Context: an optimization exercise on an open-source flow, tuned for small area and a short achievable clock period. The choices shown serve that exercise and are no tape-out recipe. Function was checked by simulation only, so behaviour that the tests miss may differ from the original. Power and IR drop assume default switching activity.

Design FloatingPoint_Multiplier_Complete, start of the top module:
module FloatingPoint_Multiplier_Complete (
    input wire         clk,
    input wire         rst,
    input  wire [15:0] a,
    input  wire [15:0] b,
    output reg  [15:0] result,
    output reg         overflow,
    output reg         underflow
);
    wire es_g0 = a[10] & b[10];
    wire es_p0 = a[10] ^ b[10];
    wire es_g1 = a[11] & b[11];
    wire es_p1 = a[11] ^ b[11];
    wire es_g2 = a[12] & b[12];
    wire es_p2 = a[12] ^ b[12];
    wire es_g3 = a[13] & b[13];
    wire es_p3 = a[13] ^ b[13];
    wire es_g4 = a[14] & b[14];
    wire es_p4 = a[14] ^ b[14];
    wire es_G0_1 = es_g1 | (es_p1 & es_g0);
    wire es_P0_1 = es_p1 & es_p0;
    wire es_G0_2 = es_g2 | (es_p2 & es_g1);
    wire es_P0_2 = es_p2 & es_p1;
    wire es_G0_3 = es_g3 | (es_p3 & es_g2);
    wire es_P0_3 = es_p3 & es_p2;
    wire es_G0_4 = es_g4 | (es_p4 & es_g3);
    wire es_P0_4 = es_p4 & es_p3;
    wire es_G1_2 = es_G0_2 | (es_P0_2 & es_g0);
    wire es_P1_2 = es_P0_2 & es_p0;
    wire es_G1_3 = es_G0_3 | (es_P0_3 & es_G0_1);
    wire es_P1_3 = es_P0_3 & es_P0_1;
    wire es_G1_4 = es_G0_4 | (es_P0_4 & es_G0_2);
    wire es_P1_4 = es_P0_4 & es_P0_2;
    wire es_G2_4 = es_G1_4 | (es_P1_4 & es_g0);
    wire es_P2_4 = es_P1_4 & es_p0;
    wire es_s1 = es_p1 ^ es_g0;
    wire es_s2 = es_p2 ^ es_G0_1;
    wire es_s3 = es_p3 ^ es_G1_2;
    wire es_s4 = es_p4 ^ es_G1_3;
    reg        r1_sign, r1_ha;
    reg  [5:0] r1_es;    
    reg  [9:0] r1_ma;
    reg  [5:0] r1_one, r1_two;    
    reg  [4:0] r1_neg;
    wire [12:0] yb = {2'b00, b[14:10] != 5'd0, b[9:0]};
    always @(posedge clk) begin
        r1_sign <= a[15] ^ b[15];
        r1_es   <= ((a[14:0] == 15'd0) | (b[14:0] == 15'd0)) ? 6'h3f : {es_G2_4, es_s4, es_s3, es_s2, es_s1, es_p0};
        r1_ha   <= a[14:10] != 5'd0;
        r1_ma   <= a[9:0];
        r1_one[0] <= yb[0] ^ 1'b0;
        r1_two[0] <= (yb[1] & ~yb[0] & ~1'b0) | (~yb[1] & yb[0] & 1'b0);
        r1_neg[0] <= yb[1];
        r1_one[1] <= yb[2] ^ yb[1];
        r1_two[1] <= (yb[3] & ~yb[2] & ~yb[1]) | (~yb[3] & yb[2] & yb[1]);
        r1_neg[1] <= yb[3];
        r1_one[2] <= yb[4] ^ yb[3];
        r1_two[2] <= (yb[5] & ~yb[4] & ~yb[3]) | (~yb[5] & yb[4] & yb[3]);
        r1_neg[2] <= yb[5];
  ...
Size in the first run: roughly 650 cells after synthesis, ~94 flip-flops, roughly 52 I/O pins, about 6500 sq um of cells after synthesis.
==> flow/config.mk <==
export PLATFORM = sky130hd
export DESIGN_NAME = FloatingPoint_Multiplier_Complete
export DESIGN_NICKNAME = FloatingPoint_Multiplier_Complete
export VERILOG_FILES = /design/flow/design.v
export SDC_FILE = /design/flow/constraint.sdc
export NUM_CORES = 4
export LEC_CHECK = 0
export ABC_CLOCK_PERIOD_IN_PS = 2500
export CAP_MARGIN = 20
export CORE_MARGIN = 2
export CORE_UTILIZATION = 65
export CTS_BUF_LIST = sky130_fd_sc_hd__clkbuf_8
export SETUP_SLACK_MARGIN = 4.5
export SLEW_MARGIN = 20
==> flow/constraint.sdc <==
create_clock -name core_clock -period 7.5 [get_ports {clk}]
set_input_delay 1.5000 -clock core_clock [delete_from_list [all_inputs] [get_ports {clk}]]
set_output_delay 1.5000 -clock core_clock [all_outputs]
set_load 0.01 [all_outputs]
standard.sh (not shown) runs the stock make flow with config.mk's settings and CLKGATE_MAP_FILE= SYNTH_SCRIPT=/design/flow/synth_recipe.tcl, a recipe that flattens the netlist after the stock synthesis.
==> flow/flow/run.sh <==
#!/bin/bash
# Own layout flow: the standard flow (standard.sh) with two changes:
#  - synthesis runs Yosys's synth without its generic "abc -fast" pass
#    (-noabc), so the full adders written in the RTL reach extract_fa as
#    written instead of being remapped first; everything else in
#    synth_recipe.tcl (flatten, renames, registers) is unchanged;
#  - port buffers use the buffer cell named in flow/ports.txt.
# Each tool's output is in the ORFS logs under orfs/logs; make's own output
# goes to flow.log here.
set -euo pipefail
here=$(pwd)
first=$(head -n 1 synth_recipe.tcl)
if [[ "$first" != 'proc synth {args} { yosys synth -nofsm -noshare {*}$args }' ]]; then
  echo "unexpected first line of synth_recipe.tcl: $first" >&2
  exit 1
fi
{ echo 'proc synth {args} { yosys synth -nofsm -noshare -noabc {*}$args }'; tail -n +2 synth_recipe.tcl; } > own_synth.tcl
buf=$(tr -d ' \n' < flow/ports.txt)
sed -e "s#SYNTH_SCRIPT=[^ ]*#SYNTH_SCRIPT=$here/own_synth.tcl 'BUFFER_PORTS_ARGS=-buffer_cell $buf'#" standard.sh > own_standard.sh
grep -q own_synth.tcl own_standard.sh
bash own_standard.sh > flow.log 2>&1
==> flow/flow/ports.txt <==
sky130_fd_sc_hd__buf_1
The starting point passed the timing, design-rule and antenna checks.
Rerun with:
CORE_UTILIZATION = 55   (was 65)
SETUP_SLACK_MARGIN = 4.85   (was 4.5)
=> Wire length came out higher by 9.4%; combinational power came out higher by 22%; power came out higher by 14%; synthesized area does not change; count of clock-buffer cells in the layout came out lower by 1; fmax came out higher by 6.2%; setup slack improves by 170 ps; via count came out higher by 5.9%; critical path depth does not change.
Rerun with:
SETUP_SLACK_MARGIN = 4.7   (was 4.85)
Result: Synthesized area does not change; worst hold slack stays flat; fmax stays flat; sequential power falls by about 1%; sequential cell count stays the same; power goes down by 8.7%; critical path depth came out higher by 7; setup slack improves by 4.0 ps.
Rerun with:
SETUP_SLACK_MARGIN = 4.5   (was 4.7)
=>
- final area falls by a few percent
- worst setup slack gets worse by 120 ps
- clock power went down by a little under a tenth
- count of clock-buffer cells in the layout falls by 1
- final cell count stays the same
- global-route usage climbs by 0.29 points

-- static timing again, ports no longer ideal --
How much do the figures lean on ideal ports? The routed layouts below were timed once more, with nothing changed but the port constraints. Step 1: set_driving_cell puts a clkbuf_16 on clk and a buf_2 on each other input, an assumption about the parent block. Step 2 moves the port delays by t, midway between the first and last clock arrival at a register: inputs arrive t later, outputs are due t later. That takes back most of the time a late clock gives input paths. Three values: ideal, step 1, step 2; two values: the first two.
| run | t, ns | setup slack, ns | worst setup path after step 2 | pins driven straight from the clock port |
|---|---|---|---|---|
| the first run | 0.396 | 4.610 / 4.576 / 4.583 | input to register | 1 |
| the second run | 0.408 | 4.779 / 4.745 / 4.615 | input to register | 1 |
| the third run | 0.410 | 4.783 / 4.761 / 4.557 | input to register | 1 |
| the fourth run | 0.418 | 4.660 / 4.660 / 4.584 | input to register | 1 |
After both steps every run listed still meets setup and hold. For the third run, which loses most, drivers alone change the setup slack by -0.022 ns; drivers and shift together by -0.226 ns.
